From an optimization exercise on the open Yosys and OpenROAD flow, aimed at small area and a short achievable clock period; shortcuts taken in it are not production practice. At most, simulation tests tie the RTL to the original design; equivalence was not proved.

Design mac, start of the top module:
module mac(
    input [15:0] x1,
    input [15:0] x2,
    input clk,
    input rst,
    input en,
    output [39:0] y
    );
Size: ~890 cells after synthesis, about 72 flip-flops, about 75 I/O pins.
Settings: LEC_CHECK=0, ABC_AREA=1, CAP_MARGIN=20, CORE_MARGIN=2, CORE_UTILIZATION=60, CTS_BUF_LIST=sky130_fd_sc_hd__clkbuf_4 sky130_fd_sc_hd__clkbuf_8, SETUP_SLACK_MARGIN=5, SLEW_MARGIN=20, SYNTH_HIERARCHICAL=1; clock period 12.0 ns.
standard.sh (not shown) runs the stock make flow with config.mk's settings and CLKGATE_MAP_FILE= SYNTH_SCRIPT=/design/flow/synth_recipe.tcl, a recipe that flattens the netlist after the stock synthesis.
==> flow/flow/run.sh <==
#!/bin/bash
# The standard layout (standard.sh: ORFS synthesis to final layout) with a
# few extra ORFS settings; the clock, constraints and synthesis script are
# unchanged. Settings come from flow/params.sh:
#   MARGIN      setup slack that repair_timing aims for (ns)
#   PORTBUF     cell used to buffer every input and output port
#   EXTRA       further ORFS make variables
set -u
. flow/params.sh
bash standard.sh SETUP_SLACK_MARGIN=$MARGIN "BUFFER_PORTS_ARGS=-buffer_cell $PORTBUF" $EXTRA finish > standard.log 2>&1
==> flow/flow/params.sh <==
MARGIN=6.8
PORTBUF=sky130_fd_sc_hd__buf_1
EXTRA="ABC_LOAD_IN_FF=2"
Next try:
--- a/flow/design.v
+++ b/flow/design.v
@@ -685,66 +685,22 @@
   if (rst) begin
     S <= 40'd0;
     C <= 32'd0;
   end else begin
     S <= Sn;
     C <= Cn;
   end
 wire [39:0] ya = S[39:0], yb = {8'd0, C};
 wire [39:0] p0, g0;
-ha_cell pg0 (.a(ya[0]), .b(yb[0]), .s(p0[0]), .co(g0[0]));
-ha_cell pg1 (.a(ya[1]), .b(yb[1]), .s(p0[1]), .co(g0[1]));
-ha_cell pg2 (.a(ya[2]), .b(yb[2]), .s(p0[2]), .co(g0[2]));
-ha_cell pg3 (.a(ya[3]), .b(yb[3]), .s(p0[3]), .co(g0[3]));
-ha_cell pg4 (.a(ya[4]), .b(yb[4]), .s(p0[4]), .co(g0[4]));
-ha_cell pg5 (.a(ya[5]), .b(yb[5]), .s(p0[5]), .co(g0[5]));
-ha_cell pg6 (.a(ya[6]), .b(yb[6]), .s(p0[6]), .co(g0[6]));
-ha_cell pg7 (.a(ya[7]), .b(yb[7]), .s(p0[7]), .co(g0[7]));
-ha_cell pg8 (.a(ya[8]), .b(yb[8]), .s(p0[8]), .co(g0[8]));
-ha_cell pg9 (.a(ya[9]), .b(yb[9]), .s(p0[9]), .co(g0[9]));
-ha_cell pg10 (.a(ya[10]), .b(yb[10]), .s(p0[10]), .co(g0[10]));
-ha_cell pg11 (.a(ya[11]), .b(yb[11]), .s(p0[11]), .co(g0[11]));
-ha_cell pg12 (.a(ya[12]), .b(yb[12]), .s(p0[12]), .co(g0[12]));
-ha_cell pg13 (.a(ya[13]), .b(yb[13]), .s(p0[13]), .co(g0[13]));
-ha_cell pg14 (.a(ya[14]), .b(yb[14]), .s(p0[14]), .co(g0[14]));
-ha_cell pg15 (.a(ya[15]), .b(yb[15]), .s(p0[15]), .co(g0[15]));
-ha_cell pg16 (.a(ya[16]), .b(yb[16]), .s(p0[16]), .co(g0[16]));
-ha_cell pg17 (.a(ya[17]), .b(yb[17]), .s(p0[17]), .co(g0[17]));
-ha_cell pg18 (.a(ya[18]), .b(yb[18]), .s(p0[18]), .co(g0[18]));
-ha_cell pg19 (.a(ya[19]), .b(yb[19]), .s(p0[19]), .co(g0[19]));
-ha_cell pg20 (.a(ya[20]), .b(yb[20]), .s(p0[20]), .co(g0[20]));
-ha_cell pg21 (.a(ya[21]), .b(yb[21]), .s(p0[21]), .co(g0[21]));
-ha_cell pg22 (.a(ya[22]), .b(yb[22]), .s(p0[22]), .co(g0[22]));
-ha_cell pg23 (.a(ya[23]), .b(yb[23]), .s(p0[23]), .co(g0[23]));
-ha_cell pg24 (.a(ya[24]), .b(yb[24]), .s(p0[24]), .co(g0[24]));
-ha_cell pg25 (.a(ya[25]), .b(yb[25]), .s(p0[25]), .co(g0[25]));
-ha_cell pg26 (.a(ya[26]), .b(yb[26]), .s(p0[26]), .co(g0[26]));
-ha_cell pg27 (.a(ya[27]), .b(yb[27]), .s(p0[27]), .co(g0[27]));
-ha_cell pg28 (.a(ya[28]), .b(yb[28]), .s(p0[28]), .co(g0[28]));
-ha_cell pg29 (.a(ya[29]), .b(yb[29]), .s(p0[29]), .co(g0[29]));
-ha_cell pg30 (.a(ya[30]), .b(yb[30]), .s(p0[30]), .co(g0[30]));
-ha_cell pg31 (.a(ya[31]), .b(yb[31]), .s(p0[31]), .co(g0[31]));
-assign p0[32] = ya[32];
-assign g0[32] = 1'b0;
-assign p0[33] = ya[33];
-assign g0[33] = 1'b0;
-assign p0[34] = ya[34];
-assign g0[34] = 1'b0;
-assign p0[35] = ya[35];
-assign g0[35] = 1'b0;
-assign p0[36] = ya[36];
-assign g0[36] = 1'b0;
-assign p0[37] = ya[37];
-assign g0[37] = 1'b0;
-assign p0[38] = ya[38];
-assign g0[38] = 1'b0;
-assign p0[39] = ya[39];
-assign g0[39] = 1'b0;
+genvar gi;
+generate for (gi = 0; gi < 40; gi = gi + 1) begin : pg
+  ha_cell h (.a(ya[gi]), .b(yb[gi]), .s(p0[gi]), .co(g0[gi]));
+end endgenerate
 wire bg0_1 = g0[1] | (p0[1] & g0[0]);
 wire bp0_1 = p0[1] & p0[0];
 wire bg0_3 = g0[3] | (p0[3] & g0[2]);
 wire bp0_3 = p0[3] & p0[2];
 wire bg0_5 = g0[5] | (p0[5] & g0[4]);
 wire bp0_5 = p0[5] & p0[4];
 wire bg0_7 = g0[7] | (p0[7] & g0[6]);
 wire bp0_7 = p0[7] & p0[6];
 wire bg0_9 = g0[9] | (p0[9] & g0[8]);
After rerunning: Fmax is higher by 0.60%; count of clock-buffer cells in the layout is higher by 2; synthesized cell count is higher by about 4%; cell count is higher by about 4.6%; flip-flop and latch count is unchanged; worst setup slack improves by 0.031 ns; sequential share of layout area is lower by 0.47 points; via count is higher by about 4%; worst hold slack degrades by 0.013 ns; utilization is lower by 0.38 points; die area is higher by about 2%; non-clock buffer count is higher by 9.
No functional check of the RTL was part of the second run of this note.

[re-timing with driven ports]
How much do the figures lean on ideal ports? The routed layouts below were timed once more, with nothing changed but the port constraints. Step 1 sets driving cells, clkbuf_16 on the clock port and buf_2 on the other inputs (assumed; they add their load-dependent delay and slew). Step 2 times the ports against the registers' clock, not the clock port: input delays grow and output delays shrink by t, the midpoint of the rising clock arrivals with the driver on. Slacks: ideal ports / drivers / drivers and shift; pairs: ideal ports / drivers.
run	shift t [ns]	setup slack, ns	hold WS [ns]
the first run	0.427	6.788 / 6.771 / 6.359	0.641 / 0.641 / 0.641
the second run	0.419	6.819 / 6.810 / 6.420	0.627 / 0.627 / 0.627
After both steps every run listed still meets setup and hold. The setup slack of the first run, which loses most, moves by -0.017 ns with the drivers and by -0.429 ns with both steps.
